This is an optimization exercise on Yosys and OpenROAD, whose aim is small area and a short achievable clock period, not a production implementation.
No functional check of the RTL was part of any run shown here.
No activity file was given, so power comes from the tool's default toggle rates.

--- flow/design.v ---
module mul16(a, b, x, y);
input [15:0] a, b;
output [31:0] x, y;
wire pp0_0 = a[0] & b[0];
wire pp0_1 = a[0] & b[1];
wire pp0_2 = a[0] & b[2];
wire pp0_3 = a[0] & b[3];
wire pp0_4 = a[0] & b[4];
wire pp0_5 = a[0] & b[5];
wire pp0_6 = a[0] & b[6];
wire pp0_7 = a[0] & b[7];
wire pp0_8 = a[0] & b[8];
wire pp0_9 = a[0] & b[9];
wire pp0_10 = a[0] & b[10];
wire pp0_11 = a[0] & b[11];
wire pp0_12 = a[0] & b[12];
wire pp0_13 = a[0] & b[13];
wire pp0_14 = a[0] & b[14];
wire pp0_15 = a[0] & b[15];
wire pp1_0 = a[1] & b[0];
wire pp1_1 = a[1] & b[1];
wire pp1_2 = a[1] & b[2];
wire pp1_3 = a[1] & b[3];
wire pp1_4 = a[1] & b[4];
wire pp1_5 = a[1] & b[5];
wire pp1_6 = a[1] & b[6];
wire pp1_7 = a[1] & b[7];
wire pp1_8 = a[1] & b[8];
wire pp1_9 = a[1] & b[9];
wire pp1_10 = a[1] & b[10];
wire pp1_11 = a[1] & b[11];
wire pp1_12 = a[1] & b[12];
wire pp1_13 = a[1] & b[13];
wire pp1_14 = a[1] & b[14];
wire pp1_15 = a[1] & b[15];
wire pp2_0 = a[2] & b[0];
wire pp2_1 = a[2] & b[1];
wire pp2_2 = a[2] & b[2];
wire pp2_3 = a[2] & b[3];
wire pp2_4 = a[2] & b[4];
wire pp2_5 = a[2] & b[5];
wire pp2_6 = a[2] & b[6];
wire pp2_7 = a[2] & b[7];
wire pp2_8 = a[2] & b[8];
wire pp2_9 = a[2] & b[9];
wire pp2_10 = a[2] & b[10];
wire pp2_11 = a[2] & b[11];
wire pp2_12 = a[2] & b[12];
wire pp2_13 = a[2] & b[13];
wire pp2_14 = a[2] & b[14];
wire pp2_15 = a[2] & b[15];
wire pp3_0 = a[3] & b[0];
wire pp3_1 = a[3] & b[1];
wire pp3_2 = a[3] & b[2];
wire pp3_3 = a[3] & b[3];
wire pp3_4 = a[3] & b[4];
wire pp3_5 = a[3] & b[5];
wire pp3_6 = a[3] & b[6];
wire pp3_7 = a[3] & b[7];
wire pp3_8 = a[3] & b[8];
wire pp3_9 = a[3] & b[9];
wire pp3_10 = a[3] & b[10];
wire pp3_11 = a[3] & b[11];
wire pp3_12 = a[3] & b[12];
wire pp3_13 = a[3] & b[13];
wire pp3_14 = a[3] & b[14];
wire pp3_15 = a[3] & b[15];
wire pp4_0 = a[4] & b[0];
wire pp4_1 = a[4] & b[1];
wire pp4_2 = a[4] & b[2];
wire pp4_3 = a[4] & b[3];
wire pp4_4 = a[4] & b[4];
wire pp4_5 = a[4] & b[5];
wire pp4_6 = a[4] & b[6];
wire pp4_7 = a[4] & b[7];
wire pp4_8 = a[4] & b[8];
wire pp4_9 = a[4] & b[9];
wire pp4_10 = a[4] & b[10];
wire pp4_11 = a[4] & b[11];
wire pp4_12 = a[4] & b[12];
wire pp4_13 = a[4] & b[13];
wire pp4_14 = a[4] & b[14];
wire pp4_15 = a[4] & b[15];
wire pp5_0 = a[5] & b[0];
wire pp5_1 = a[5] & b[1];
wire pp5_2 = a[5] & b[2];
wire pp5_3 = a[5] & b[3];
wire pp5_4 = a[5] & b[4];
wire pp5_5 = a[5] & b[5];
wire pp5_6 = a[5] & b[6];
wire pp5_7 = a[5] & b[7];
wire pp5_8 = a[5] & b[8];
wire pp5_9 = a[5] & b[9];
wire pp5_10 = a[5] & b[10];
wire pp5_11 = a[5] & b[11];
wire pp5_12 = a[5] & b[12];
wire pp5_13 = a[5] & b[13];
wire pp5_14 = a[5] & b[14];
wire pp5_15 = a[5] & b[15];
wire pp6_0 = a[6] & b[0];
wire pp6_1 = a[6] & b[1];
wire pp6_2 = a[6] & b[2];
wire pp6_3 = a[6] & b[3];
wire pp6_4 = a[6] & b[4];
wire pp6_5 = a[6] & b[5];
wire pp6_6 = a[6] & b[6];
wire pp6_7 = a[6] & b[7];
wire pp6_8 = a[6] & b[8];
wire pp6_9 = a[6] & b[9];
wire pp6_10 = a[6] & b[10];
wire pp6_11 = a[6] & b[11];
wire pp6_12 = a[6] & b[12];
wire pp6_13 = a[6] & b[13];
wire pp6_14 = a[6] & b[14];
wire pp6_15 = a[6] & b[15];
wire pp7_0 = a[7] & b[0];
wire pp7_1 = a[7] & b[1];
wire pp7_2 = a[7] & b[2];
wire pp7_3 = a[7] & b[3];
wire pp7_4 = a[7] & b[4];
wire pp7_5 = a[7] & b[5];
wire pp7_6 = a[7] & b[6];
wire pp7_7 = a[7] & b[7];
wire pp7_8 = a[7] & b[8];
wire pp7_9 = a[7] & b[9];
wire pp7_10 = a[7] & b[10];
wire pp7_11 = a[7] & b[11];
wire pp7_12 = a[7] & b[12];
wire pp7_13 = a[7] & b[13];
wire pp7_14 = a[7] & b[14];
wire pp7_15 = a[7] & b[15];
wire pp8_0 = a[8] & b[0];
wire pp8_1 = a[8] & b[1];
wire pp8_2 = a[8] & b[2];
wire pp8_3 = a[8] & b[3];
wire pp8_4 = a[8] & b[4];
wire pp8_5 = a[8] & b[5];
wire pp8_6 = a[8] & b[6];
wire pp8_7 = a[8] & b[7];
wire pp8_8 = a[8] & b[8];
wire pp8_9 = a[8] & b[9];
wire pp8_10 = a[8] & b[10];
wire pp8_11 = a[8] & b[11];
wire pp8_12 = a[8] & b[12];
wire pp8_13 = a[8] & b[13];
wire pp8_14 = a[8] & b[14];
wire pp8_15 = a[8] & b[15];
wire pp9_0 = a[9] & b[0];
wire pp9_1 = a[9] & b[1];
wire pp9_2 = a[9] & b[2];
wire pp9_3 = a[9] & b[3];
wire pp9_4 = a[9] & b[4];
wire pp9_5 = a[9] & b[5];
wire pp9_6 = a[9] & b[6];
wire pp9_7 = a[9] & b[7];
wire pp9_8 = a[9] & b[8];
wire pp9_9 = a[9] & b[9];
wire pp9_10 = a[9] & b[10];
wire pp9_11 = a[9] & b[11];
wire pp9_12 = a[9] & b[12];
wire pp9_13 = a[9] & b[13];
wire pp9_14 = a[9] & b[14];
wire pp9_15 = a[9] & b[15];
wire pp10_0 = a[10] & b[0];
wire pp10_1 = a[10] & b[1];
wire pp10_2 = a[10] & b[2];
wire pp10_3 = a[10] & b[3];
wire pp10_4 = a[10] & b[4];
wire pp10_5 = a[10] & b[5];
wire pp10_6 = a[10] & b[6];
wire pp10_7 = a[10] & b[7];
wire pp10_8 = a[10] & b[8];
wire pp10_9 = a[10] & b[9];
wire pp10_10 = a[10] & b[10];
wire pp10_11 = a[10] & b[11];
wire pp10_12 = a[10] & b[12];
wire pp10_13 = a[10] & b[13];
wire pp10_14 = a[10] & b[14];
wire pp10_15 = a[10] & b[15];
wire pp11_0 = a[11] & b[0];
wire pp11_1 = a[11] & b[1];
wire pp11_2 = a[11] & b[2];
wire pp11_3 = a[11] & b[3];
wire pp11_4 = a[11] & b[4];
wire pp11_5 = a[11] & b[5];
wire pp11_6 = a[11] & b[6];
wire pp11_7 = a[11] & b[7];
wire pp11_8 = a[11] & b[8];
wire pp11_9 = a[11] & b[9];
wire pp11_10 = a[11] & b[10];
wire pp11_11 = a[11] & b[11];
wire pp11_12 = a[11] & b[12];
wire pp11_13 = a[11] & b[13];
wire pp11_14 = a[11] & b[14];
wire pp11_15 = a[11] & b[15];
wire pp12_0 = a[12] & b[0];
wire pp12_1 = a[12] & b[1];
wire pp12_2 = a[12] & b[2];
wire pp12_3 = a[12] & b[3];
wire pp12_4 = a[12] & b[4];
wire pp12_5 = a[12] & b[5];
wire pp12_6 = a[12] & b[6];
wire pp12_7 = a[12] & b[7];
wire pp12_8 = a[12] & b[8];
wire pp12_9 = a[12] & b[9];
wire pp12_10 = a[12] & b[10];
wire pp12_11 = a[12] & b[11];
wire pp12_12 = a[12] & b[12];
wire pp12_13 = a[12] & b[13];
wire pp12_14 = a[12] & b[14];
wire pp12_15 = a[12] & b[15];
wire pp13_0 = a[13] & b[0];
wire pp13_1 = a[13] & b[1];
wire pp13_2 = a[13] & b[2];
wire pp13_3 = a[13] & b[3];
wire pp13_4 = a[13] & b[4];
wire pp13_5 = a[13] & b[5];
wire pp13_6 = a[13] & b[6];
wire pp13_7 = a[13] & b[7];
wire pp13_8 = a[13] & b[8];
wire pp13_9 = a[13] & b[9];
wire pp13_10 = a[13] & b[10];
wire pp13_11 = a[13] & b[11];
wire pp13_12 = a[13] & b[12];
wire pp13_13 = a[13] & b[13];
wire pp13_14 = a[13] & b[14];
wire pp13_15 = a[13] & b[15];
wire pp14_0 = a[14] & b[0];
wire pp14_1 = a[14] & b[1];
wire pp14_2 = a[14] & b[2];
wire pp14_3 = a[14] & b[3];
wire pp14_4 = a[14] & b[4];
wire pp14_5 = a[14] & b[5];
wire pp14_6 = a[14] & b[6];
wire pp14_7 = a[14] & b[7];
wire pp14_8 = a[14] & b[8];
wire pp14_9 = a[14] & b[9];
wire pp14_10 = a[14] & b[10];
wire pp14_11 = a[14] & b[11];
wire pp14_12 = a[14] & b[12];
wire pp14_13 = a[14] & b[13];
wire pp14_14 = a[14] & b[14];
wire pp14_15 = a[14] & b[15];
wire pp15_0 = a[15] & b[0];
wire pp15_1 = a[15] & b[1];
wire pp15_2 = a[15] & b[2];
wire pp15_3 = a[15] & b[3];
wire pp15_4 = a[15] & b[4];
wire pp15_5 = a[15] & b[5];
wire pp15_6 = a[15] & b[6];
wire pp15_7 = a[15] & b[7];
wire pp15_8 = a[15] & b[8];
wire pp15_9 = a[15] & b[9];
wire pp15_10 = a[15] & b[10];
wire pp15_11 = a[15] & b[11];
wire pp15_12 = a[15] & b[12];
wire pp15_13 = a[15] & b[13];
wire pp15_14 = a[15] & b[14];
wire pp15_15 = a[15] & b[15];
wire s0 = pp0_13 ^ pp1_12;
wire c0 = pp0_13 & pp1_12;
wire s1 = pp0_14 ^ pp1_13 ^ pp2_12;
wire c1 = (pp0_14 & pp1_13) | (pp0_14 & pp2_12) | (pp1_13 & pp2_12);
wire s2 = pp3_11 ^ pp4_10;
wire c2 = pp3_11 & pp4_10;
wire s3 = pp0_15 ^ pp1_14 ^ pp2_13;
wire c3 = (pp0_15 & pp1_14) | (pp0_15 & pp2_13) | (pp1_14 & pp2_13);
wire s4 = pp3_12 ^ pp4_11 ^ pp5_10;
wire c4 = (pp3_12 & pp4_11) | (pp3_12 & pp5_10) | (pp4_11 & pp5_10);
wire s5 = pp6_9 ^ pp7_8;
wire c5 = pp6_9 & pp7_8;
wire s6 = pp1_15 ^ pp2_14 ^ pp3_13;
wire c6 = (pp1_15 & pp2_14) | (pp1_15 & pp3_13) | (pp2_14 & pp3_13);
wire s7 = pp4_12 ^ pp5_11 ^ pp6_10;
wire c7 = (pp4_12 & pp5_11) | (pp4_12 & pp6_10) | (pp5_11 & pp6_10);
wire s8 = pp7_9 ^ pp8_8;
wire c8 = pp7_9 & pp8_8;
wire s9 = pp2_15 ^ pp3_14 ^ pp4_13;
wire c9 = (pp2_15 & pp3_14) | (pp2_15 & pp4_13) | (pp3_14 & pp4_13);
wire s10 = pp5_12 ^ pp6_11 ^ pp7_10;
wire c10 = (pp5_12 & pp6_11) | (pp5_12 & pp7_10) | (pp6_11 & pp7_10);
wire s11 = pp3_15 ^ pp4_14 ^ pp5_13;
wire c11 = (pp3_15 & pp4_14) | (pp3_15 & pp5_13) | (pp4_14 & pp5_13);
wire s12 = pp0_9 ^ pp1_8;
wire c12 = pp0_9 & pp1_8;
wire s13 = pp0_10 ^ pp1_9 ^ pp2_8;
wire c13 = (pp0_10 & pp1_9) | (pp0_10 & pp2_8) | (pp1_9 & pp2_8);
wire s14 = pp3_7 ^ pp4_6;
wire c14 = pp3_7 & pp4_6;
wire s15 = pp0_11 ^ pp1_10 ^ pp2_9;
wire c15 = (pp0_11 & pp1_10) | (pp0_11 & pp2_9) | (pp1_10 & pp2_9);
wire s16 = pp3_8 ^ pp4_7 ^ pp5_6;
wire c16 = (pp3_8 & pp4_7) | (pp3_8 & pp5_6) | (pp4_7 & pp5_6);
wire s17 = pp6_5 ^ pp7_4;
wire c17 = pp6_5 & pp7_4;
wire s18 = pp0_12 ^ pp1_11 ^ pp2_10;
wire c18 = (pp0_12 & pp1_11) | (pp0_12 & pp2_10) | (pp1_11 & pp2_10);
wire s19 = pp3_9 ^ pp4_8 ^ pp5_7;
wire c19 = (pp3_9 & pp4_8) | (pp3_9 & pp5_7) | (pp4_8 & pp5_7);
wire s20 = pp6_6 ^ pp7_5 ^ pp8_4;
wire c20 = (pp6_6 & pp7_5) | (pp6_6 & pp8_4) | (pp7_5 & pp8_4);
wire s21 = pp9_3 ^ pp10_2;
wire c21 = pp9_3 & pp10_2;
wire s22 = pp2_11 ^ pp3_10 ^ pp4_9;
wire c22 = (pp2_11 & pp3_10) | (pp2_11 & pp4_9) | (pp3_10 & pp4_9);
wire s23 = pp5_8 ^ pp6_7 ^ pp7_6;
wire c23 = (pp5_8 & pp6_7) | (pp5_8 & pp7_6) | (pp6_7 & pp7_6);
wire s24 = pp8_5 ^ pp9_4 ^ pp10_3;
wire c24 = (pp8_5 & pp9_4) | (pp8_5 & pp10_3) | (pp9_4 & pp10_3);
wire s25 = pp11_2 ^ pp12_1 ^ pp13_0;
wire c25 = (pp11_2 & pp12_1) | (pp11_2 & pp13_0) | (pp12_1 & pp13_0);
wire s26 = pp5_9 ^ pp6_8 ^ pp7_7;
wire c26 = (pp5_9 & pp6_8) | (pp5_9 & pp7_7) | (pp6_8 & pp7_7);
wire s27 = pp8_6 ^ pp9_5 ^ pp10_4;
wire c27 = (pp8_6 & pp9_5) | (pp8_6 & pp10_4) | (pp9_5 & pp10_4);
wire s28 = pp11_3 ^ pp12_2 ^ pp13_1;
wire c28 = (pp11_3 & pp12_2) | (pp11_3 & pp13_1) | (pp12_2 & pp13_1);
wire s29 = pp14_0 ^ s1 ^ s2;
wire c29 = (pp14_0 & s1) | (pp14_0 & s2) | (s1 & s2);
wire s30 = pp8_7 ^ pp9_6 ^ pp10_5;
wire c30 = (pp8_7 & pp9_6) | (pp8_7 & pp10_5) | (pp9_6 & pp10_5);
wire s31 = pp11_4 ^ pp12_3 ^ pp13_2;
wire c31 = (pp11_4 & pp12_3) | (pp11_4 & pp13_2) | (pp12_3 & pp13_2);
wire s32 = pp14_1 ^ pp15_0 ^ s3;
wire c32 = (pp14_1 & pp15_0) | (pp14_1 & s3) | (pp15_0 & s3);
wire s33 = s4 ^ s5 ^ c1;
wire c33 = (s4 & s5) | (s4 & c1) | (s5 & c1);
wire s34 = pp9_7 ^ pp10_6 ^ pp11_5;
wire c34 = (pp9_7 & pp10_6) | (pp9_7 & pp11_5) | (pp10_6 & pp11_5);
wire s35 = pp12_4 ^ pp13_3 ^ pp14_2;
wire c35 = (pp12_4 & pp13_3) | (pp12_4 & pp14_2) | (pp13_3 & pp14_2);
wire s36 = pp15_1 ^ s6 ^ s7;
wire c36 = (pp15_1 & s6) | (pp15_1 & s7) | (s6 & s7);
wire s37 = s8 ^ c3 ^ c4;
wire c37 = (s8 & c3) | (s8 & c4) | (c3 & c4);
wire s38 = pp8_9 ^ pp9_8 ^ pp10_7;
wire c38 = (pp8_9 & pp9_8) | (pp8_9 & pp10_7) | (pp9_8 & pp10_7);
wire s39 = pp11_6 ^ pp12_5 ^ pp13_4;
wire c39 = (pp11_6 & pp12_5) | (pp11_6 & pp13_4) | (pp12_5 & pp13_4);
wire s40 = pp14_3 ^ pp15_2 ^ s9;
wire c40 = (pp14_3 & pp15_2) | (pp14_3 & s9) | (pp15_2 & s9);
wire s41 = s10 ^ c6 ^ c7;
wire c41 = (s10 & c6) | (s10 & c7) | (c6 & c7);
wire s42 = pp6_12 ^ pp7_11 ^ pp8_10;
wire c42 = (pp6_12 & pp7_11) | (pp6_12 & pp8_10) | (pp7_11 & pp8_10);
wire s43 = pp9_9 ^ pp10_8 ^ pp11_7;
wire c43 = (pp9_9 & pp10_8) | (pp9_9 & pp11_7) | (pp10_8 & pp11_7);
wire s44 = pp12_6 ^ pp13_5 ^ pp14_4;
wire c44 = (pp12_6 & pp13_5) | (pp12_6 & pp14_4) | (pp13_5 & pp14_4);
wire s45 = pp15_3 ^ s11 ^ c9;
wire c45 = (pp15_3 & s11) | (pp15_3 & c9) | (s11 & c9);
wire s46 = pp4_15 ^ pp5_14 ^ pp6_13;
wire c46 = (pp4_15 & pp5_14) | (pp4_15 & pp6_13) | (pp5_14 & pp6_13);
wire s47 = pp7_12 ^ pp8_11 ^ pp9_10;
wire c47 = (pp7_12 & pp8_11) | (pp7_12 & pp9_10) | (pp8_11 & pp9_10);
wire s48 = pp10_9 ^ pp11_8 ^ pp12_7;
wire c48 = (pp10_9 & pp11_8) | (pp10_9 & pp12_7) | (pp11_8 & pp12_7);
wire s49 = pp13_6 ^ pp14_5 ^ pp15_4;
wire c49 = (pp13_6 & pp14_5) | (pp13_6 & pp15_4) | (pp14_5 & pp15_4);
wire s50 = pp5_15 ^ pp6_14 ^ pp7_13;
wire c50 = (pp5_15 & pp6_14) | (pp5_15 & pp7_13) | (pp6_14 & pp7_13);
wire s51 = pp8_12 ^ pp9_11 ^ pp10_10;
wire c51 = (pp8_12 & pp9_11) | (pp8_12 & pp10_10) | (pp9_11 & pp10_10);
wire s52 = pp11_9 ^ pp12_8 ^ pp13_7;
wire c52 = (pp11_9 & pp12_8) | (pp11_9 & pp13_7) | (pp12_8 & pp13_7);
wire s53 = pp6_15 ^ pp7_14 ^ pp8_13;
wire c53 = (pp6_15 & pp7_14) | (pp6_15 & pp8_13) | (pp7_14 & pp8_13);
wire s54 = pp9_12 ^ pp10_11 ^ pp11_10;
wire c54 = (pp9_12 & pp10_11) | (pp9_12 & pp11_10) | (pp10_11 & pp11_10);
wire s55 = pp7_15 ^ pp8_14 ^ pp9_13;
wire c55 = (pp7_15 & pp8_14) | (pp7_15 & pp9_13) | (pp8_14 & pp9_13);
wire s56 = pp0_6 ^ pp1_5;
wire c56 = pp0_6 & pp1_5;
wire s57 = pp0_7 ^ pp1_6 ^ pp2_5;
wire c57 = (pp0_7 & pp1_6) | (pp0_7 & pp2_5) | (pp1_6 & pp2_5);
wire s58 = pp3_4 ^ pp4_3;
wire c58 = pp3_4 & pp4_3;
wire s59 = pp0_8 ^ pp1_7 ^ pp2_6;
wire c59 = (pp0_8 & pp1_7) | (pp0_8 & pp2_6) | (pp1_7 & pp2_6);
wire s60 = pp3_5 ^ pp4_4 ^ pp5_3;
wire c60 = (pp3_5 & pp4_4) | (pp3_5 & pp5_3) | (pp4_4 & pp5_3);
wire s61 = pp6_2 ^ pp7_1;
wire c61 = pp6_2 & pp7_1;
wire s62 = pp2_7 ^ pp3_6 ^ pp4_5;
wire c62 = (pp2_7 & pp3_6) | (pp2_7 & pp4_5) | (pp3_6 & pp4_5);
wire s63 = pp5_4 ^ pp6_3 ^ pp7_2;
wire c63 = (pp5_4 & pp6_3) | (pp5_4 & pp7_2) | (pp6_3 & pp7_2);
wire s64 = pp8_1 ^ pp9_0 ^ s12;
wire c64 = (pp8_1 & pp9_0) | (pp8_1 & s12) | (pp9_0 & s12);
wire s65 = pp5_5 ^ pp6_4 ^ pp7_3;
wire c65 = (pp5_5 & pp6_4) | (pp5_5 & pp7_3) | (pp6_4 & pp7_3);
wire s66 = pp8_2 ^ pp9_1 ^ pp10_0;
wire c66 = (pp8_2 & pp9_1) | (pp8_2 & pp10_0) | (pp9_1 & pp10_0);
wire s67 = s13 ^ s14 ^ c12;
wire c67 = (s13 & s14) | (s13 & c12) | (s14 & c12);
wire s68 = pp8_3 ^ pp9_2 ^ pp10_1;
wire c68 = (pp8_3 & pp9_2) | (pp8_3 & pp10_1) | (pp9_2 & pp10_1);
wire s69 = pp11_0 ^ s15 ^ s16;
wire c69 = (pp11_0 & s15) | (pp11_0 & s16) | (s15 & s16);
wire s70 = s17 ^ c13 ^ c14;
wire c70 = (s17 & c13) | (s17 & c14) | (c13 & c14);
wire s71 = pp11_1 ^ pp12_0 ^ s18;
wire c71 = (pp11_1 & pp12_0) | (pp11_1 & s18) | (pp12_0 & s18);
wire s72 = s19 ^ s20 ^ s21;
wire c72 = (s19 & s20) | (s19 & s21) | (s20 & s21);
wire s73 = c15 ^ c16 ^ c17;
wire c73 = (c15 & c16) | (c15 & c17) | (c16 & c17);
wire s74 = s0 ^ s22 ^ s23;
wire c74 = (s0 & s22) | (s0 & s23) | (s22 & s23);
wire s75 = s24 ^ s25 ^ c18;
wire c75 = (s24 & s25) | (s24 & c18) | (s25 & c18);
wire s76 = c19 ^ c20 ^ c21;
wire c76 = (c19 & c20) | (c19 & c21) | (c20 & c21);
wire s77 = c0 ^ s26 ^ s27;
wire c77 = (c0 & s26) | (c0 & s27) | (s26 & s27);
wire s78 = s28 ^ s29 ^ c22;
wire c78 = (s28 & s29) | (s28 & c22) | (s29 & c22);
wire s79 = c23 ^ c24 ^ c25;
wire c79 = (c23 & c24) | (c23 & c25) | (c24 & c25);
wire s80 = c2 ^ s30 ^ s31;
wire c80 = (c2 & s30) | (c2 & s31) | (s30 & s31);
wire s81 = s32 ^ s33 ^ c26;
wire c81 = (s32 & s33) | (s32 & c26) | (s33 & c26);
wire s82 = c27 ^ c28 ^ c29;
wire c82 = (c27 & c28) | (c27 & c29) | (c28 & c29);
wire s83 = c5 ^ s34 ^ s35;
wire c83 = (c5 & s34) | (c5 & s35) | (s34 & s35);
wire s84 = s36 ^ s37 ^ c30;
wire c84 = (s36 & s37) | (s36 & c30) | (s37 & c30);
wire s85 = c31 ^ c32 ^ c33;
wire c85 = (c31 & c32) | (c31 & c33) | (c32 & c33);
wire s86 = c8 ^ s38 ^ s39;
wire c86 = (c8 & s38) | (c8 & s39) | (s38 & s39);
wire s87 = s40 ^ s41 ^ c34;
wire c87 = (s40 & s41) | (s40 & c34) | (s41 & c34);
wire s88 = c35 ^ c36 ^ c37;
wire c88 = (c35 & c36) | (c35 & c37) | (c36 & c37);
wire s89 = c10 ^ s42 ^ s43;
wire c89 = (c10 & s42) | (c10 & s43) | (s42 & s43);
wire s90 = s44 ^ s45 ^ c38;
wire c90 = (s44 & s45) | (s44 & c38) | (s45 & c38);
wire s91 = c39 ^ c40 ^ c41;
wire c91 = (c39 & c40) | (c39 & c41) | (c40 & c41);
wire s92 = c11 ^ s46 ^ s47;
wire c92 = (c11 & s46) | (c11 & s47) | (s46 & s47);
wire s93 = s48 ^ s49 ^ c42;
wire c93 = (s48 & s49) | (s48 & c42) | (s49 & c42);
wire s94 = c43 ^ c44 ^ c45;
wire c94 = (c43 & c44) | (c43 & c45) | (c44 & c45);
wire s95 = pp14_6 ^ pp15_5 ^ s50;
wire c95 = (pp14_6 & pp15_5) | (pp14_6 & s50) | (pp15_5 & s50);
wire s96 = s51 ^ s52 ^ c46;
wire c96 = (s51 & s52) | (s51 & c46) | (s52 & c46);
wire s97 = c47 ^ c48 ^ c49;
wire c97 = (c47 & c48) | (c47 & c49) | (c48 & c49);
wire s98 = pp12_9 ^ pp13_8 ^ pp14_7;
wire c98 = (pp12_9 & pp13_8) | (pp12_9 & pp14_7) | (pp13_8 & pp14_7);
wire s99 = pp15_6 ^ s53 ^ s54;
wire c99 = (pp15_6 & s53) | (pp15_6 & s54) | (s53 & s54);
wire s100 = c50 ^ c51 ^ c52;
wire c100 = (c50 & c51) | (c50 & c52) | (c51 & c52);
wire s101 = pp10_12 ^ pp11_11 ^ pp12_10;
wire c101 = (pp10_12 & pp11_11) | (pp10_12 & pp12_10) | (pp11_11 & pp12_10);
wire s102 = pp13_9 ^ pp14_8 ^ pp15_7;
wire c102 = (pp13_9 & pp14_8) | (pp13_9 & pp15_7) | (pp14_8 & pp15_7);
wire s103 = s55 ^ c53 ^ c54;
wire c103 = (s55 & c53) | (s55 & c54) | (c53 & c54);
wire s104 = pp8_15 ^ pp9_14 ^ pp10_13;
wire c104 = (pp8_15 & pp9_14) | (pp8_15 & pp10_13) | (pp9_14 & pp10_13);
wire s105 = pp11_12 ^ pp12_11 ^ pp13_10;
wire c105 = (pp11_12 & pp12_11) | (pp11_12 & pp13_10) | (pp12_11 & pp13_10);
wire s106 = pp14_9 ^ pp15_8 ^ c55;
wire c106 = (pp14_9 & pp15_8) | (pp14_9 & c55) | (pp15_8 & c55);
wire s107 = pp9_15 ^ pp10_14 ^ pp11_13;
wire c107 = (pp9_15 & pp10_14) | (pp9_15 & pp11_13) | (pp10_14 & pp11_13);
wire s108 = pp12_12 ^ pp13_11 ^ pp14_10;
wire c108 = (pp12_12 & pp13_11) | (pp12_12 & pp14_10) | (pp13_11 & pp14_10);
wire s109 = pp10_15 ^ pp11_14 ^ pp12_13;
wire c109 = (pp10_15 & pp11_14) | (pp10_15 & pp12_13) | (pp11_14 & pp12_13);
wire s110 = pp0_4 ^ pp1_3;
wire c110 = pp0_4 & pp1_3;
wire s111 = pp0_5 ^ pp1_4 ^ pp2_3;
wire c111 = (pp0_5 & pp1_4) | (pp0_5 & pp2_3) | (pp1_4 & pp2_3);
wire s112 = pp3_2 ^ pp4_1;
wire c112 = pp3_2 & pp4_1;
wire s113 = pp2_4 ^ pp3_3 ^ pp4_2;
wire c113 = (pp2_4 & pp3_3) | (pp2_4 & pp4_2) | (pp3_3 & pp4_2);
wire s114 = pp5_1 ^ pp6_0 ^ s56;
wire c114 = (pp5_1 & pp6_0) | (pp5_1 & s56) | (pp6_0 & s56);
wire s115 = pp5_2 ^ pp6_1 ^ pp7_0;
wire c115 = (pp5_2 & pp6_1) | (pp5_2 & pp7_0) | (pp6_1 & pp7_0);
wire s116 = s57 ^ s58 ^ c56;
wire c116 = (s57 & s58) | (s57 & c56) | (s58 & c56);
wire s117 = pp8_0 ^ s59 ^ s60;
wire c117 = (pp8_0 & s59) | (pp8_0 & s60) | (s59 & s60);
wire s118 = s61 ^ c57 ^ c58;
wire c118 = (s61 & c57) | (s61 & c58) | (c57 & c58);
wire s119 = s62 ^ s63 ^ s64;
wire c119 = (s62 & s63) | (s62 & s64) | (s63 & s64);
wire s120 = c59 ^ c60 ^ c61;
wire c120 = (c59 & c60) | (c59 & c61) | (c60 & c61);
wire s121 = s65 ^ s66 ^ s67;
wire c121 = (s65 & s66) | (s65 & s67) | (s66 & s67);
wire s122 = c62 ^ c63 ^ c64;
wire c122 = (c62 & c63) | (c62 & c64) | (c63 & c64);
wire s123 = s68 ^ s69 ^ s70;
wire c123 = (s68 & s69) | (s68 & s70) | (s69 & s70);
wire s124 = c65 ^ c66 ^ c67;
wire c124 = (c65 & c66) | (c65 & c67) | (c66 & c67);
wire s125 = s71 ^ s72 ^ s73;
wire c125 = (s71 & s72) | (s71 & s73) | (s72 & s73);
wire s126 = c68 ^ c69 ^ c70;
wire c126 = (c68 & c69) | (c68 & c70) | (c69 & c70);
wire s127 = s74 ^ s75 ^ s76;
wire c127 = (s74 & s75) | (s74 & s76) | (s75 & s76);
wire s128 = c71 ^ c72 ^ c73;
wire c128 = (c71 & c72) | (c71 & c73) | (c72 & c73);
wire s129 = s77 ^ s78 ^ s79;
wire c129 = (s77 & s78) | (s77 & s79) | (s78 & s79);
wire s130 = c74 ^ c75 ^ c76;
wire c130 = (c74 & c75) | (c74 & c76) | (c75 & c76);
wire s131 = s80 ^ s81 ^ s82;
wire c131 = (s80 & s81) | (s80 & s82) | (s81 & s82);
wire s132 = c77 ^ c78 ^ c79;
wire c132 = (c77 & c78) | (c77 & c79) | (c78 & c79);
wire s133 = s83 ^ s84 ^ s85;
wire c133 = (s83 & s84) | (s83 & s85) | (s84 & s85);
wire s134 = c80 ^ c81 ^ c82;
wire c134 = (c80 & c81) | (c80 & c82) | (c81 & c82);
wire s135 = s86 ^ s87 ^ s88;
wire c135 = (s86 & s87) | (s86 & s88) | (s87 & s88);
wire s136 = c83 ^ c84 ^ c85;
wire c136 = (c83 & c84) | (c83 & c85) | (c84 & c85);
wire s137 = s89 ^ s90 ^ s91;
wire c137 = (s89 & s90) | (s89 & s91) | (s90 & s91);
wire s138 = c86 ^ c87 ^ c88;
wire c138 = (c86 & c87) | (c86 & c88) | (c87 & c88);
wire s139 = s92 ^ s93 ^ s94;
wire c139 = (s92 & s93) | (s92 & s94) | (s93 & s94);
wire s140 = c89 ^ c90 ^ c91;
wire c140 = (c89 & c90) | (c89 & c91) | (c90 & c91);
wire s141 = s95 ^ s96 ^ s97;
wire c141 = (s95 & s96) | (s95 & s97) | (s96 & s97);
wire s142 = c92 ^ c93 ^ c94;
wire c142 = (c92 & c93) | (c92 & c94) | (c93 & c94);
wire s143 = s98 ^ s99 ^ s100;
wire c143 = (s98 & s99) | (s98 & s100) | (s99 & s100);
wire s144 = c95 ^ c96 ^ c97;
wire c144 = (c95 & c96) | (c95 & c97) | (c96 & c97);
wire s145 = s101 ^ s102 ^ s103;
wire c145 = (s101 & s102) | (s101 & s103) | (s102 & s103);
wire s146 = c98 ^ c99 ^ c100;
wire c146 = (c98 & c99) | (c98 & c100) | (c99 & c100);
wire s147 = s104 ^ s105 ^ s106;
wire c147 = (s104 & s105) | (s104 & s106) | (s105 & s106);
wire s148 = c101 ^ c102 ^ c103;
wire c148 = (c101 & c102) | (c101 & c103) | (c102 & c103);
wire s149 = pp15_9 ^ s107 ^ s108;
wire c149 = (pp15_9 & s107) | (pp15_9 & s108) | (s107 & s108);
wire s150 = c104 ^ c105 ^ c106;
wire c150 = (c104 & c105) | (c104 & c106) | (c105 & c106);
wire s151 = pp13_12 ^ pp14_11 ^ pp15_10;
wire c151 = (pp13_12 & pp14_11) | (pp13_12 & pp15_10) | (pp14_11 & pp15_10);
wire s152 = s109 ^ c107 ^ c108;
wire c152 = (s109 & c107) | (s109 & c108) | (c107 & c108);
wire s153 = pp11_15 ^ pp12_14 ^ pp13_13;
wire c153 = (pp11_15 & pp12_14) | (pp11_15 & pp13_13) | (pp12_14 & pp13_13);
wire s154 = pp14_12 ^ pp15_11 ^ c109;
wire c154 = (pp14_12 & pp15_11) | (pp14_12 & c109) | (pp15_11 & c109);
wire s155 = pp12_15 ^ pp13_14 ^ pp14_13;
wire c155 = (pp12_15 & pp13_14) | (pp12_15 & pp14_13) | (pp13_14 & pp14_13);
wire s156 = pp0_3 ^ pp1_2;
wire c156 = pp0_3 & pp1_2;
wire s157 = pp2_2 ^ pp3_1 ^ pp4_0;
wire c157 = (pp2_2 & pp3_1) | (pp2_2 & pp4_0) | (pp3_1 & pp4_0);
wire s158 = pp5_0 ^ s111 ^ s112;
wire c158 = (pp5_0 & s111) | (pp5_0 & s112) | (s111 & s112);
wire s159 = s113 ^ s114 ^ c111;
wire c159 = (s113 & s114) | (s113 & c111) | (s114 & c111);
wire s160 = s115 ^ s116 ^ c113;
wire c160 = (s115 & s116) | (s115 & c113) | (s116 & c113);
wire s161 = s117 ^ s118 ^ c115;
wire c161 = (s117 & s118) | (s117 & c115) | (s118 & c115);
wire s162 = s119 ^ s120 ^ c117;
wire c162 = (s119 & s120) | (s119 & c117) | (s120 & c117);
wire s163 = s121 ^ s122 ^ c119;
wire c163 = (s121 & s122) | (s121 & c119) | (s122 & c119);
wire s164 = s123 ^ s124 ^ c121;
wire c164 = (s123 & s124) | (s123 & c121) | (s124 & c121);
wire s165 = s125 ^ s126 ^ c123;
wire c165 = (s125 & s126) | (s125 & c123) | (s126 & c123);
wire s166 = s127 ^ s128 ^ c125;
wire c166 = (s127 & s128) | (s127 & c125) | (s128 & c125);
wire s167 = s129 ^ s130 ^ c127;
wire c167 = (s129 & s130) | (s129 & c127) | (s130 & c127);
wire s168 = s131 ^ s132 ^ c129;
wire c168 = (s131 & s132) | (s131 & c129) | (s132 & c129);
wire s169 = s133 ^ s134 ^ c131;
wire c169 = (s133 & s134) | (s133 & c131) | (s134 & c131);
wire s170 = s135 ^ s136 ^ c133;
wire c170 = (s135 & s136) | (s135 & c133) | (s136 & c133);
wire s171 = s137 ^ s138 ^ c135;
wire c171 = (s137 & s138) | (s137 & c135) | (s138 & c135);
wire s172 = s139 ^ s140 ^ c137;
wire c172 = (s139 & s140) | (s139 & c137) | (s140 & c137);
wire s173 = s141 ^ s142 ^ c139;
wire c173 = (s141 & s142) | (s141 & c139) | (s142 & c139);
wire s174 = s143 ^ s144 ^ c141;
wire c174 = (s143 & s144) | (s143 & c141) | (s144 & c141);
wire s175 = s145 ^ s146 ^ c143;
wire c175 = (s145 & s146) | (s145 & c143) | (s146 & c143);
wire s176 = s147 ^ s148 ^ c145;
wire c176 = (s147 & s148) | (s147 & c145) | (s148 & c145);
wire s177 = s149 ^ s150 ^ c147;
wire c177 = (s149 & s150) | (s149 & c147) | (s150 & c147);
wire s178 = s151 ^ s152 ^ c149;
wire c178 = (s151 & s152) | (s151 & c149) | (s152 & c149);
wire s179 = s153 ^ s154 ^ c151;
wire c179 = (s153 & s154) | (s153 & c151) | (s154 & c151);
wire s180 = pp15_12 ^ s155 ^ c153;
wire c180 = (pp15_12 & s155) | (pp15_12 & c153) | (s155 & c153);
wire s181 = pp13_15 ^ pp14_14 ^ pp15_13;
wire c181 = (pp13_15 & pp14_14) | (pp13_15 & pp15_13) | (pp14_14 & pp15_13);
wire s182 = pp0_2 ^ pp1_1;
wire c182 = pp0_2 & pp1_1;
wire s183 = pp2_1 ^ pp3_0 ^ s156;
wire c183 = (pp2_1 & pp3_0) | (pp2_1 & s156) | (pp3_0 & s156);
wire s184 = s110 ^ s157 ^ c156;
wire c184 = (s110 & s157) | (s110 & c156) | (s157 & c156);
wire s185 = c110 ^ s158 ^ c157;
wire c185 = (c110 & s158) | (c110 & c157) | (s158 & c157);
wire s186 = c112 ^ s159 ^ c158;
wire c186 = (c112 & s159) | (c112 & c158) | (s159 & c158);
wire s187 = c114 ^ s160 ^ c159;
wire c187 = (c114 & s160) | (c114 & c159) | (s160 & c159);
wire s188 = c116 ^ s161 ^ c160;
wire c188 = (c116 & s161) | (c116 & c160) | (s161 & c160);
wire s189 = c118 ^ s162 ^ c161;
wire c189 = (c118 & s162) | (c118 & c161) | (s162 & c161);
wire s190 = c120 ^ s163 ^ c162;
wire c190 = (c120 & s163) | (c120 & c162) | (s163 & c162);
wire s191 = c122 ^ s164 ^ c163;
wire c191 = (c122 & s164) | (c122 & c163) | (s164 & c163);
wire s192 = c124 ^ s165 ^ c164;
wire c192 = (c124 & s165) | (c124 & c164) | (s165 & c164);
wire s193 = c126 ^ s166 ^ c165;
wire c193 = (c126 & s166) | (c126 & c165) | (s166 & c165);
wire s194 = c128 ^ s167 ^ c166;
wire c194 = (c128 & s167) | (c128 & c166) | (s167 & c166);
wire s195 = c130 ^ s168 ^ c167;
wire c195 = (c130 & s168) | (c130 & c167) | (s168 & c167);
wire s196 = c132 ^ s169 ^ c168;
wire c196 = (c132 & s169) | (c132 & c168) | (s169 & c168);
wire s197 = c134 ^ s170 ^ c169;
wire c197 = (c134 & s170) | (c134 & c169) | (s170 & c169);
wire s198 = c136 ^ s171 ^ c170;
wire c198 = (c136 & s171) | (c136 & c170) | (s171 & c170);
wire s199 = c138 ^ s172 ^ c171;
wire c199 = (c138 & s172) | (c138 & c171) | (s172 & c171);
wire s200 = c140 ^ s173 ^ c172;
wire c200 = (c140 & s173) | (c140 & c172) | (s173 & c172);
wire s201 = c142 ^ s174 ^ c173;
wire c201 = (c142 & s174) | (c142 & c173) | (s174 & c173);
wire s202 = c144 ^ s175 ^ c174;
wire c202 = (c144 & s175) | (c144 & c174) | (s175 & c174);
wire s203 = c146 ^ s176 ^ c175;
wire c203 = (c146 & s176) | (c146 & c175) | (s176 & c175);
wire s204 = c148 ^ s177 ^ c176;
wire c204 = (c148 & s177) | (c148 & c176) | (s177 & c176);
wire s205 = c150 ^ s178 ^ c177;
wire c205 = (c150 & s178) | (c150 & c177) | (s178 & c177);
wire s206 = c152 ^ s179 ^ c178;
wire c206 = (c152 & s179) | (c152 & c178) | (s179 & c178);
wire s207 = c154 ^ s180 ^ c179;
wire c207 = (c154 & s180) | (c154 & c179) | (s180 & c179);
wire s208 = c155 ^ s181 ^ c180;
wire c208 = (c155 & s181) | (c155 & c180) | (s181 & c180);
wire s209 = pp14_15 ^ pp15_14 ^ c181;
wire c209 = (pp14_15 & pp15_14) | (pp14_15 & c181) | (pp15_14 & c181);
assign x = {1'b0, pp15_15, s209, s208, s207, s206, s205, s204, s203, s202, s201, s200, s199, s198, s197, s196, s195, s194, s193, s192, s191, s190, s189, s188, s187, s186, s185, s184, s183, pp2_0, pp0_1, pp0_0};
assign y = {1'b0, c209, c208, c207, c206, c205, c204, c203, c202, c201, c200, c199, c198, c197, c196, c195, c194, c193, c192, c191, c190, c189, c188, c187, c186, c185, c184, c183, c182, s182, pp1_0, 1'b0};
endmodule
module processor(clock,reset,imem_addr,imem_data,wb_en,wb_addr,wb_data,flags);
input clock,reset;
output [7:0] imem_addr;
input [15:0] imem_data;
output wb_en;
output [2:0] wb_addr;
output [15:0] wb_data;
output [3:0] flags;
reg [7:0] pc;
reg [15:0] ir;
reg [3:0] fl;             
reg [15:0] rf [0:7];
reg [7:0] rv;
reg [15:0] dm [0:9];
reg [9:0] dv;
reg [14:0] hi;
reg [15:0] lo;
reg hlv;
reg [15:0] opa, opb;      
reg s_sum, s_shl, s_shr, s_or, s_and, s_mem, s_lo, s_hi;
wire [3:0] op = ir[3:0];
wire [2:0] rd = ir[6:4];
wire [2:0] f  = ir[15:13];
wire [5:0] c6 = ir[15:10];
wire [15:0] sx = {1'b0, {9{c6[5]}}, c6};
wire fZ = fl[3], fN = fl[2], fC = fl[1], fV = fl[0];
wire [15:0] A = opa;
wire [15:0] B = opb;
wire [16:0] sum = {1'b0, A} + {1'b0, B};
wire [16:0] shl = {1'b0, A} << f;
reg [15:0] shr;
integer b;
always @* for (b = 0; b < 16; b = b + 1) shr[b] = shl[15 - b];
wire addok = (op == 4'd0) & ((f == 3'd0) | ((f == 3'd1) & fN) | ((f == 3'd2) & fZ));
wire [16:0] res = ({17{s_sum}} & sum) | ({17{s_shl}} & shl) | ({17{s_shr}} & {1'b0, shr}) |
                  ({17{s_or}} & {1'b0, A | B}) | ({17{s_and}} & {1'b0, A & B});
wire [9:0] hit;
genvar k;
generate
  for (k = 0; k < 10; k = k + 1) begin : g_hit
    wire [15:0] kk = k;
    wire [15:0] t = A ^ sx ^ kk;
    wire [15:1] g = (A[14:0] & sx[14:0]) | (A[14:0] & t[14:0]) | (sx[14:0] & t[14:0]);
    assign hit[k] = ~t[0] & ~|(t[15:1] ^ g);
  end
endgenerate
reg [15:0] mdata;
integer j;
always @* begin
  mdata = 16'd0;
  for (j = 0; j < 10; j = j + 1)
    if (hit[j]) mdata = mdata | (dv[j] ? dm[j] : (16'h4000 | j));
end
wire [31:0] mx, my;
mul16 u_mul(.a(A), .b(B), .x(mx), .y(my));
wire [31:0] P = mx + my;
wire pz_hi = &((mx[31:17] ^ my[31:17]) ~^ (mx[30:16] | my[30:16])) & ~P[16];
wire [15:0] wd = res[15:0] | ({16{s_mem}} & mdata) | ({16{s_lo & hlv}} & lo) |
                 ({16{s_hi & hlv}} & {1'b0, hi});
wire we = addok | (op == 4'd1) | (op == 4'd2) | (op == 4'd3) | (op == 4'd4) |
          (op == 4'd5) | (op == 4'd6) | (op == 4'd7) | (op == 4'd11) | (op == 4'd12);
wire setfl = addok | (op == 4'd1) | (op == 4'd2) | (op == 4'd3) | (op == 4'd4) | (op == 4'd5);
wire st = (op == 4'd8);
wire mul = (op == 4'd10);
always @(posedge clock) begin
  if (we) rf[rd] <= wd;
  for (j = 0; j < 10; j = j + 1)
    if (st & hit[j]) dm[j] <= B;
  if (mul) begin
    hi <= P[31:17];
    lo <= P[15:0];
  end
end
always @(posedge clock, posedge reset) begin
  if (reset) begin
    rv <= 8'd0;
    dv <= 10'd0;
    hlv <= 1'b0;
  end else begin
    if (we) rv[rd] <= 1'b1;
    for (j = 0; j < 10; j = j + 1)
      if (st & hit[j]) dv[j] <= 1'b1;
    if (mul) hlv <= 1'b1;
  end
end
always @(posedge clock, posedge reset) begin
  if (reset)
    fl <= 4'd0;
  else if (setfl)
    fl <= {res == 17'd0, res[16:15] == 2'b01, (op == 4'd0) & res[16], res[16]};
  else if (mul)
    fl <= {(A == 16'd0) | (B == 16'd0), pz_hi & P[15], 2'b00};
end
wire [3:0] nop = imem_data[3:0];
wire [2:0] nrs = imem_data[9:7];
wire [2:0] nrt = (nop == 4'd8) ? imem_data[6:4] : imem_data[12:10];
wire [5:0] nc6 = imem_data[15:10];
wire [15:0] nsx = {1'b0, {9{nc6[5]}}, nc6};
wire nimm = (nop == 4'd5) | (nop == 4'd6);
wire nli = (nop == 4'd6);
wire [15:0] rA = (rv[nrs] & ~nli) ? rf[nrs] : 16'd0;
wire [15:0] rB = rv[nrt] ? rf[nrt] : 16'd0;
wire fwa = we & (rd == nrs) & ~nli;
wire nsr = (nop == 4'd2);
wire [15:0] ra_in = fwa ? wd : rA;
reg [15:0] ra_rev;
always @* for (b = 0; b < 16; b = b + 1) ra_rev[b] = ra_in[15 - b];
wire fwb = we & (rd == nrt);
wire brc = (op == 4'd9) & (((f == 3'd1) & fN) | ((f == 3'd2) & fZ) | ((f == 3'd3) & fV) | ((f == 3'd4) & fC));
wire jmp = (op == 4'd9) & (f == 3'd0);
always @(posedge clock, posedge reset) begin
  if (reset) begin
    pc <= 8'd0;
    ir <= 16'd0;
    opa <= 16'd0;
    opb <= 16'd0;
    s_sum <= 1'b1;
    s_shl <= 1'b0;
    s_shr <= 1'b0;
    s_or <= 1'b0;
    s_and <= 1'b0;
    s_mem <= 1'b0;
    s_lo <= 1'b0;
    s_hi <= 1'b0;
  end else begin
    ir <= imem_data;
    opa <= nsr ? ra_rev : ra_in;
    opb <= nimm ? nsx : fwb ? wd : rB;
    s_sum <= (nop == 4'd0) | (nop == 4'd5) | (nop == 4'd6);
    s_shl <= (nop == 4'd1);
    s_shr <= (nop == 4'd2);
    s_or <= (nop == 4'd3);
    s_and <= (nop == 4'd4);
    s_mem <= (nop == 4'd7);
    s_lo <= (nop == 4'd11);
    s_hi <= (nop == 4'd12);
    if (jmp) pc <= pc + ir[11:4];
    else if (brc) pc <= ir[11:4];
    else pc <= pc + 8'd1;
  end
end
assign imem_addr = pc;
assign wb_en = we;
assign wb_addr = rd;
assign wb_data = wd;
assign flags = fl;
endmodule
--- flow/run.sh ---
#!/bin/bash
# synth_recipe.tcl (not shown) runs the flow's synth.tcl, then flattens the netlist and writes it again
# the make line also repeats each setting of config.mk as NAME=value (left out here)
make -C /OpenROAD-flow-scripts/flow DESIGN_CONFIG=/design/flow/config.mk WORK_HOME=/design/flow/orfs CLKGATE_MAP_FILE= SYNTH_SCRIPT=/design/flow/synth_recipe.tcl finish
--- flow/constraint.sdc ---
create_clock -name core_clock -period 11.0 [get_ports {clock}]
set_input_delay 2.2000 -clock core_clock [delete_from_list [all_inputs] [get_ports {clock}]]
set_output_delay 2.2000 -clock core_clock [all_outputs]
set_load 0.01 [all_outputs]
--- flow/config.mk ---
export PLATFORM = sky130hd
export DESIGN_NAME = processor
export DESIGN_NICKNAME = processor
export VERILOG_FILES = /design/flow/design.v
export SDC_FILE = /design/flow/constraint.sdc
export NUM_CORES = 4
export LEC_CHECK = 0
export CAP_MARGIN = 20
export CORE_MARGIN = 2
export CORE_UTILIZATION = 60
export SETUP_SLACK_MARGIN = 5
export SLEW_MARGIN = 20
==> results of run 1 <==
[layer usage]
| metal | track usage | vias to the layer above | part of all wire |
|---|---|---|---|
| met1 | 0.539 | 11600 | 0.37 |
| met3 | 0.107 | 376 | 0.13 |
| met4 | 0.180 | 2 | 0.059 |
| met5 | 0 | - | 0.00032 |
| li1 | - | 9594 | - |
| met2 | 0.592 | 1747 | 0.44 |
[area by class of cell]
type                       count  area (um2)
antenna                        2        5.00
clock buffer                  54        1190
clock inverter                24         263
fill                        3138       12000
inverter                     302        1270
multi-input combinational   1750       16300
sequential                   406       11800
tap                          607         759
timing repair buffer         333        3040
[worst max-delay path, delay by kind of cell, from the launching register on]
family          cells  cell delay, ps
flops               1             380
compound gates      6            1430
xor+xnor            1             170
fa+ha+maj           6            2940
buf+inv             5             620
simple gates        2             380
[power breakdown]
group,internal [mW],switching [mW],leakage (nW),total [mW]
combinational,2.28,3.38,9.14,5.66
clock,0.864,0.640,0.712,1.50
sequential,1.89,0.103,3.98,1.99
[worst min path at each step]
stage          cells after the start  start  endpoint
6_report                           1    hlv       hlv
5_1_grt                            1    hlv       hlv
4_1_cts                            1    hlv       hlv
3_5_place_dp                       1    hlv       hlv
3_3_place_gp                       2  rv[2]     rv[2]
2_1_floorplan                      1    hlv       hlv
[placed cells by master (no fill, tap or decap), types with 16 or more instances in the layout]
master           count
a21o_1              46
a21oi_1             48
a22oi_1             40
a311oi_1            16
a31oi_1             22
and3_1              42
buf_12              25
buf_4              234
buf_6               20
clkbuf_16           43
clkdlybuf4s50_1     31
clkinvlp_4          30
dfrtp_1             66
dfrtp_2             16
edfxtp_1           319
fa_1               184
ha_1                93
ha_4                19
inv_1              267
mux2i_1             42
mux4_2              47
nand2_1            252
nand2b_1            17
nand3_1             62
nor2_1             243
nor2_2              19
nor3_1              24
o21ai_0             59
xnor2_1             36
xor2_1              24
[kinds of logic after synthesis]
logic type | Yosys count | synth area share
AND/OR/NAND/NOR | 804 | 0.132
buffers and inverters | 450 | 0.0627
AO/OA/AOI/OAI | 432 | 0.109
flip-flops | 406 | 0.416
adder cells (fa/ha/maj) | 320 | 0.194
multiplexers | 109 | 0.0602
XOR/XNOR | 84 | 0.0260
[stage by stage]
| stage | utilization | hold WS [ps] | instances | total power, mW | instance area, um2 |
|---|---|---|---|---|---|
| 4_1_cts | 0.718 | 477 | 3393 | 8.38 | 33400 |
| 2_1_floorplan | - | 440 | 2605 | 4.64 | 28300 |
| 5_1_grt | 0.743 | 502 | 3476 | 9.52 | 34600 |
| 6_report | 0.743 | 474 | 3478 | 9.15 | 34600 |
| 3_5_place_dp | 0.631 | 464 | 3165 | 6.04 | 29400 |
| 3_3_place_gp | 0.631 | 461 | 3165 | 6.01 | 29400 |
[registers in the layout (all words and copies together), names as in the netlist]
signal,cells
s_and,1
s_or,1
s_sum,1
lo,16
opa,16
fl,4
ir,16
s_mem,1
rv,8
dm,160
pc,8
opb,16
s_hi,1
rf,128
s_shr,1
s_lo,1
hlv,1
hi,15
s_shl,1
dv,10
[what timing repair did]
action                                  in CTS  in global routing
pin swaps                                   73                 72
buffers inserted                           145                 83
gates cloned                                 5                  0
hold buffers                                 0                  0
gates resized for setup                    334                134
endpoints found under the setup margin      44                 35
==> impl_metrics.json, run 1 <==
{
  "status": "timing/DRC/antenna clean",
  "cts.sinks": 406,
  "worstPathMaxFanout": 16,
  "max_stage_delay_ps": 600,
  "die_y_um": 221,
  "grt_pass1_wl_um": 143000,
  "yosysTopAreaCellShare": 0.339,
  "ys.flop_type": "edfxtp_1",
  "finalCritPeriodShare": 0.566,
  "grt.overflow.total": 0,
  "maxClockFrequency_mhz": 161,
  "rr_endpoint": "hi[13]",
  "startpoint_type": "register",
  "worstPathRequired_ps": 11330,
  "timing.setup.tns_ps": 0,
  "ys_ff_latch": 406,
  "worst_slack_ps": 4770,
  "worst_pin_slew_ps": 1170,
  "vias": 23300,
  "clock_path_buffers": 3,
  "startpoint": "opb[6]",
  "crit_top_cell": "fa_1",
  "port_buffers": 49,
  "antenna_found_initial": 1,
  "fin_skew_ps": 48.1,
  "syn2layout_area_growth_pct": 22.2,
  "rows": 79,
  "maxCapViolations": 0,
  "drt-wirelength-per-cell_um": 28.7,
  "dp_hpwl_um": 63300,
  "synth_most_common_cell": "edfxtp_1",
  "cts_buffers": 43,
  "ff2ff_path_depth": 20,
  "synth_common_cells": "319 x edfxtp_1, 300 x inv_1, 267 x nor2_1",
  "routed_wl_um": 99900,
  "cp_cell_sequence": "buf_12, clkinvlp_4, buf_6, nor2_2, fa_2, fa_1, inv_1, fa_1, fa_1, inv_1, fa_2, ha_4, and4_1, a21oi_1, o211ai_1, a221o_1, a21o_1, o221ai_4, a21oi_1, xor2_1",
  "setup_viol": 0,
  "crit_type": "reg -> reg",
  "die_width_um": 221,
  "arrival_ps": 6560,
  "synth_nets": 2943,
  "ys_async_sr_fraction": 0.214,
  "synth-edff-count": 319,
  "insertion_delay_ps": 620,
  "htreeDepth": 2,
  "grt_setup_unrepaired": "yes",
  "syn_area_um2": 28300,
  "reg2reg_from": "opb[6]",
  "die_area_um2": 48900,
  "track_usage": 0.394,
  "drtIter0Drc": 3101,
  "synth.distinct_cells": 89,
  "place_ws_ps": 3110,
  "p_leak_nw": 13.8,
  "drive_gt1_frac": 0.246,
  "endpoint": "hi[13]",
  "finalHoldViolations": 0,
  "finalCriticalPeriod_ps": 6230,
  "tritoncts": "yes",
  "ir_drop_mv": 1.20,
  "powerDensity_nw_per_um2": 265,
  "finalWeightedCongestion": 1.01,
  "drcViolationCount": 0,
  "synth_largest_area_cell": "edfxtp_1",
  "first_global_vias": 22400,
  "hold_class": "reg -> reg",
  "start_util": 0.608,
  "yosysWarnings": 2,
  "crit_slowest_cell": "fa_1",
  "seq_area_frac_synth": 0.416,
  "clkTransAtPathRegs_ps": 70,
  "synthCells": 2605,
  "first_pass_iters": 7,
  "timing.slew.headroom": 0.217,
  "endpoint_kind": "register",
  "slew_viol_final": 0,
  "ant_nets": 0,
  "final_nets": 3174,
  "grt_max_degree": 70,
  "core_um2": 46600,
  "cts_root_buffer": "clkbuf_16",
  "regToRegSetupSlack_ps": 4770,
  "synth.area.top_cells": "edfxtp_1 34%, fa_1 14%, dfrtp_1 7.6%",
  "viasPerCell": 6.69,
  "ioPinCount": 50,
  "syn_area_per_cell_um2": 10.9
}
==> run 2: changes to the inputs <==
--- a/flow/config.mk
+++ b/flow/config.mk
@@ -7,6 +7,6 @@
 export LEC_CHECK = 0
 export CAP_MARGIN = 20
 export CORE_MARGIN = 2
-export CORE_UTILIZATION = 60
-export SETUP_SLACK_MARGIN = 5
+export CORE_UTILIZATION = 35
+export SETUP_SLACK_MARGIN = 4
 export SLEW_MARGIN = 20
==> run 2 against run 1 <==
  * Still clean on timing, DRC and antenna
  * Clock power grew 4%
  * Worst setup slack got worse by 760 ps
  * Critical path depth decreased by 10
  * Via count is 7.4% lower
  * Highest routed layer is now met4
==> impl_metrics.json, run 2 <==
{
  "design_area_um2": 32100,
  "placed_area_um2": 30000,
  "crit_top_cell": "a211o_1",
  "track_usage": 0.228,
  "setup_viol": 0,
  "ys_async_sr_fraction": 0.214,
  "seq_area_um2": 11800,
  "clkTransAtPathRegs_ps": 60,
  "crit_slowest_cell": "clkdlybuf4s50_1",
  "finalCriticalPeriod_ps": 6990,
  "insertion_delay_ps": 590,
  "endpoint_kind": "primary output",
  "maxClockFrequency_mhz": 143,
  "first_pass_iters": 6,
  "drcViolationCount": 0,
  "finalCritPeriodShare": 0.635,
  "multi_input_comb_area_um2": 15100,
  "final_common_cell": "edfxtp_1",
  "die_width_um": 288,
  "synth_nets": 2943,
  "dp_hpwl_um": 66400,
  "synth_most_common_cell": "edfxtp_1",
  "routed_wl_um": 94900,
  "yosysWarnings": 2,
  "hold-path-cell-count": 1,
  "synthCells": 2605,
  "synth.area.top_cells": "edfxtp_1 34%, fa_1 14%, dfrtp_1 7.6%",
  "worstPathRequired_ps": 8800,
  "maxCapViolations": 0,
  "cp_cell_sequence": "inv_1, ha_1, a211o_1, a211o_1, a2111o_1, nand3_1, a21oi_1, o21ai_1, nand3_2, clkdlybuf4s50_1",
  "ys.flop_type": "edfxtp_1",
  "cts_buffers": 45,
  "viasPerCell": 5.76,
  "worstPathMaxFanout": 13,
  "syn_area_um2": 28300,
  "p_leak_nw": 12.6,
  "start_util": 0.352,
  "largestRegisters": "dm (160), rf (128)",
  "final_cell_mix": "319 x edfxtp_1, 284 x inv_1, 263 x nor2_1",
  "die_y_um": 288,
  "powerDensity_nw_per_um2": 239,
  "regMostFlops": "dm",
  "timing.slew.headroom": 0.308,
  "clock_power_share": 0.203,
  "grt_pass1_wl_um": 141000,
  "grt.overflow.total": 0,
  "ant_nets": 0,
  "ioPinCount": 50,
  "intPower_mw": 4.36,
  "seqPwrFrac": 0.261,
  "grt_max_degree": 70,
  "finalHoldViolations": 0,
  "synth-edff-count": 319,
  "vias": 21500,
  "status": "timing/DRC/antenna clean",
  "synth.distinct_cells": 89,
  "arrival_ps": 4790,
  "drive_gt1_frac": 0.125,
  "worst_pin_slew_ps": 1040,
  "cts_hold_buf": 0,
  "p_total_mw": 7.68,
  "ff2ff_path_depth": 22,
  "place_ws_ps": 3080,
  "hold_class": "reg -> reg",
  "synth_largest_area_cell": "edfxtp_1",
  "seq_area_frac_synth": 0.416,
  "slew_viol_final": 0,
  "die_area_um2": 83100,
  "clock_path_buffers": 3,
  "ir_drop_mv": 0.243,
  "power_frac_comb": 0.536,
  "crit_type": "reg -> out",
  "first_global_vias": 21800,
  "cts.sinks": 406,
  "synth_common_cells": "319 x edfxtp_1, 300 x inv_1, 267 x nor2_1",
  "syn_area_per_cell_um2": 10.9,
  "final_nets": 2983,
  "cts_root_buffer": "clkbuf_16",
  "core_um2": 80300,
  "finalWeightedCongestion": 0.993,
  "worst_slack_ps": 4010,
  "htreeDepth": 2,
  "fillers": 7665,
  "syn2layout_area_growth_pct": 13.4,
  "ys_ff_latch": 406,
  "timing.setup.tns_ps": 0,
  "grt_setup_unrepaired": "yes",
  "antenna_found_initial": 1,
  "startpoint_type": "register",
  "switching_power_mw": 3.32,
  "largest_reg_flops": 160,
  "port_buffers": 49,
  "yosysTopAreaCellShare": 0.339,
  "drt-wirelength-per-cell_um": 25.4,
  "max_stage_delay_ps": 610,
  "fin_skew_ps": 14.8,
  "drtIter0Drc": 2609,
  "swShare": 0.433,
  "rows": 104,
  "holdWs_ps": 472,
  "tritoncts": "yes"
}
-- run 2: cell families (layout without fill, tap and decap cells) --
family | after synthesis | after routing | synth area share
buf+inv | 450 | 524 | 0.0627
xor+xnor | 84 | 84 | 0.0260
fa+ha+maj | 320 | 320 | 0.194
simple gates | 804 | 804 | 0.132
compound gates | 432 | 432 | 0.109
mux | 109 | 109 | 0.0602
flops | 406 | 406 | 0.416
other cells | 0 | 1 | 0
-- run 2: critical path: cells and delay by family (launching register included) --
family / cells / cell delay, ps
AOI/OAI and AO/OA: 5 / 1630
and+or+nand+nor: 2 / 550
adders and majority gates: 1 / 470
buffers and inverters: 2 / 1170
DFF: 1 / 370
-- run 2: final timing paths --
kind	startpoint	end	slack, ps
hold / removal	hlv	hlv	470
min in group asynchronous	reset	rv[2]	1950
hold reg to reg	hlv	hlv	470
setup reg to reg	opa[3]	hi[12]	4310
max in group asynchronous	reset	opa[3]	7760
setup / recovery	opb[6]	wb_data[15]	4010
-- run 2: area by class of cell --
cell class	instances	area share
tap	1060	0.0414
timing repair buffer	141	0.0368
multi-input combinational	1749	0.470
antenna	1	0.0000780
clock inverter	21	0.00780
sequential	406	0.367
inverter	302	0.0373
clock buffer	60	0.0392
-- run 2: power by group through the flow --
| stage | sequential [mW] | combinational [mW] | clock (mW) |
|---|---|---|---|
| 2_1_floorplan | 1.99 | 2.64 | 0 |
| 3_3_place_gp | 2.02 | 3.91 | 0 |
| 3_5_place_dp | 2.03 | 3.94 | 0 |
| 4_1_cts | 2.00 | 4.04 | 1.58 |
| 5_1_grt | 2.01 | 4.49 | 1.64 |
| 6_report | 2.01 | 4.12 | 1.56 |
-- run 2: what timing repair did --
item	in CTS	in global routing
resized for setup	61	30
setup endpoints to repair	18	20
pin swaps	2	1
setup buffers	28	6
-- run 2: routing by layer --
metal,share of wire,track usage
met4,0.061,0.123
met2,0.45,0.346
met1,0.40,0.309
met3,0.092,0.0442
met5,0,0
-- run 2: through the flow --
stage / util / cells
floorplan: - / 2605
global placement: 0.373 / 3624
detailed placement: 0.373 / 3624
CTS: 0.397 / 3733
global route: 0.399 / 3739
finish: 0.399 / 3740
==> run 3: changes to the inputs <==
--- a/flow/config.mk
+++ b/flow/config.mk
@@ -8,5 +8,7 @@
 export CAP_MARGIN = 20
 export CORE_MARGIN = 2
 export CORE_UTILIZATION = 35
-export SETUP_SLACK_MARGIN = 4
+export CTS_BUF_LIST = sky130_fd_sc_hd__clkbuf_4 sky130_fd_sc_hd__clkbuf_8
+export CTS_CLUSTER_SIZE = 30
+export SETUP_SLACK_MARGIN = 5
 export SLEW_MARGIN = 20
==> run 3 against run 2 <==
  * Die area unchanged
  * Sequential power about the same
  * Sequential cell count unchanged
  * Critical path depth up 11
  * Highest routed layer unchanged
==> impl_metrics.json, run 3 <==
{
  "syn_area_per_cell_um2": 10.9,
  "p_leak_nw": 13.6,
  "synth.area.top_cells": "edfxtp_1 34%, fa_1 14%, dfrtp_1 7.6%",
  "largestRegisters": "dm (160), rf (128)",
  "holdWs_ps": 484,
  "worstPathRequired_ps": 11400,
  "tritoncts": "yes",
  "ys_ff_latch": 406,
  "finalCritPeriodShare": 0.559,
  "fin_skew_ps": 38.6,
  "syn_area_um2": 28300,
  "hold_class": "reg -> reg",
  "grt_setup_unrepaired": "yes",
  "ant_nets": 0,
  "start_util": 0.352,
  "synth_largest_area_cell": "edfxtp_1",
  "first_pass_iters": 6,
  "synth-edff-count": 319,
  "grt_max_degree": 70,
  "arrival_ps": 6550,
  "die_width_um": 288,
  "endpoint_kind": "register",
  "largest_reg_flops": 160,
  "synth.distinct_cells": 89,
  "top_layer": "met4",
  "track_usage": 0.241,
  "seq_area_um2": 11800,
  "cts.sinks": 406,
  "syn2layout_area_growth_pct": 22.8,
  "core_um2": 80300,
  "routed_wl_um": 100000,
  "wl_met1_um": 39300,
  "ys.flop_type": "edfxtp_1",
  "synth_common_cells": "319 x edfxtp_1, 300 x inv_1, 267 x nor2_1",
  "viasPerCell": 5.72,
  "startpoint_type": "register",
  "crit_type": "reg -> reg",
  "cts_hold_buf": 0,
  "synth_most_common_cell": "edfxtp_1",
  "finalWeightedCongestion": 0.968,
  "maxCapViolations": 0,
  "crit_top_cell": "fa_1",
  "powerDensity_nw_per_um2": 244,
  "insertion_delay_ps": 670,
  "clkTransAtPathRegs_ps": 60,
  "finalCriticalPeriod_ps": 6140,
  "ioPinCount": 50,
  "seqPwrFrac": 0.235,
  "yosysTopAreaCellShare": 0.339,
  "crit_slowest_cell": "fa_2",
  "drcViolationCount": 0,
  "status": "timing/DRC/antenna clean",
  "synthCells": 2605,
  "antenna_found_initial": 4,
  "rows": 104,
  "final_cell_mix": "319 x edfxtp_1, 269 x inv_1, 253 x nand2_1",
  "utilization": 0.433,
  "setup_viol": 0,
  "grt.overflow.total": 0,
  "multi_input_comb_area_um2": 16200,
  "ys_async_sr_fraction": 0.214,
  "final_common_cell": "edfxtp_1",
  "clock_path_buffers": 3,
  "dp_hpwl_um": 65500,
  "drive_gt1_frac": 0.245,
  "final_nets": 3166,
  "cp_cell_sequence": "clkinvlp_4, nor2_2, fa_1, fa_1, inv_1, fa_1, fa_2, fa_1, inv_1, fa_2, ha_4, a21o_1, a21oi_2, nor2_1, a21oi_1, o31a_1, o211ai_1, nor2_1, buf_4, buf_6, xnor2_2",
  "power_frac_comb": 0.594,
  "slew_viol_final": 0,
  "vias": 22600,
  "cts_buffers": 72,
  "drt-wirelength-per-cell_um": 25.4,
  "port_buffers": 49,
  "worst_pin_slew_ps": 1150,
  "switching_power_mw": 3.72,
  "routed-wl-met3_um": 9470,
  "worstPathMaxFanout": 6,
  "swShare": 0.439,
  "maxClockFrequency_mhz": 163,
  "seq_area_frac_synth": 0.416,
  "first_global_vias": 22900,
  "grt_pass1_wl_um": 148000,
  "cts_root_buffer": "clkbuf_8",
  "die_y_um": 288,
  "fillers": 7350,
  "die_area_um2": 83100,
  "htreeDepth": 3,
  "regMostFlops": "dm",
  "timing.setup.tns_ps": 0,
  "synth_nets": 2943,
  "max_stage_delay_ps": 610,
  "drtIter0Drc": 2621,
  "clock_power_share": 0.171,
  "timing.slew.headroom": 0.233,
  "wl_met2_um": 45200,
  "finalHoldViolations": 0,
  "yosysWarnings": 2,
  "ir_drop_mv": 0.296,
  "intPower_mw": 4.74
}
## run 3: cell counts after synthesis
Identical to the previous run, type by type.
## run 3: power by group through the flow
stage / clock (mW) / combinational [mW] / sequential, mW
floorplan: 0 / 2.65 / 1.99
global placement: 0 / 3.89 / 2.03
detailed placement: 0 / 3.97 / 2.03
CTS: 1.47 / 4.78 / 1.98
global route: 1.54 / 5.45 / 1.99
finish: 1.45 / 5.03 / 1.99
## run 3: kinds of logic (layout without fill, tap and decap cells)
logic type | after synthesis | count (layout) | share of synthesized area
AND/OR/NAND/NOR | 804 | 805 | 0.132
adder cells (fa/ha/maj) | 320 | 320 | 0.194
buffers and inverters | 450 | 728 | 0.0627
other | 0 | 2 | 0
XOR/XNOR | 84 | 84 | 0.0260
AO/OA/AOI/OAI | 432 | 432 | 0.109
flip-flops | 406 | 406 | 0.416
multiplexers | 109 | 109 | 0.0602
## run 3: routing by layer
layer,track usage,vias up
met4,0.128,0
met1,0.318,11300
met2,0.372,1339
met3,0.0500,277
met5,0,-
li1,-,9609
## run 3: layout make-up
| cell class | count | area share |
|---|---|---|
| Antenna cell | 2 | 0.000144 |
| Clock buffer | 100 | 0.0355 |
| Clock inverter | 30 | 0.00674 |
| Inverter | 302 | 0.0364 |
| Multi-Input combinational cell | 1750 | 0.465 |
| Sequential cell | 406 | 0.340 |
| Tap cell | 1060 | 0.0382 |
| Timing Repair Buffer | 296 | 0.0782 |
## run 3: timing repair
item,CTS,global route
gates resized for setup,346,99
buffers inserted,152,36
cloned,4,2
endpoints found under the setup margin,34,37
pin swaps,75,62
## run 3: through the flow
step | instance area (um2) | setup slack (ps) | power, mW | cells
finish | 34700 | 4860 | 8.46 | 3946
global route | 34700 | 4740 | 8.98 | 3946
CTS | 34100 | 4820 | 8.24 | 3906
detailed placement | 29900 | 3290 | 6.00 | 3620
global placement | 29900 | 3410 | 5.92 | 3620
floorplan | 28300 | 5010 | 4.64 | 2605
## run 3: worst paths after layout
kind                         start       to  slack [ps]  depth (start not counted)
max                        opb[13]   hi[10]        4860                         21
min                            hlv      hlv         480                          1
max reg2reg                opb[13]   hi[10]        4860                         21
min reg2reg                    hlv      hlv         480                          1
max in group asynchronous    reset  opb[10]        7760                          3
min in group asynchronous    reset    pc[4]        1830                          2
## run 3: critical path: cells and delay by family, from the launching register on
family                     cells  cell delay [ps]
DFF                            1              530
adders and majority gates      7             3260
buffers and inverters          5              620
and+or+nand+nor                3              460
AOI/OAI and AO/OA              5              940
xor gates and xnor gates       1               60

what the ideal ports hide:
How much do the figures lean on ideal ports? The routed layouts below were timed once more, with nothing changed but the port constraints. Step 1 sets driving cells, clkbuf_16 on the clock port and buf_2 on the other inputs (assumed; they add their load-dependent delay and slew). Step 2, shift: input delay + t, output delay - t, t = (earliest + latest rising clock arrival at the registers) / 2. This alone moves slack from input paths to output paths. Three values: no drivers, after step 1, after step 2; two values: the first two.
run	t, ns	setup slack, ns	worst slew at a driven data input, ns
run 1	0.658	4.774 / 4.726 / 4.519	0.03
run 2	0.643	4.013 / 3.949 / 4.308	0.05
run 3	0.710	4.856 / 4.832 / 4.697	0.07
After both steps every run listed still meets setup and hold. The setup slack of run 1, which loses most, moves by -0.048 ns with the drivers and by -0.255 ns with both steps.
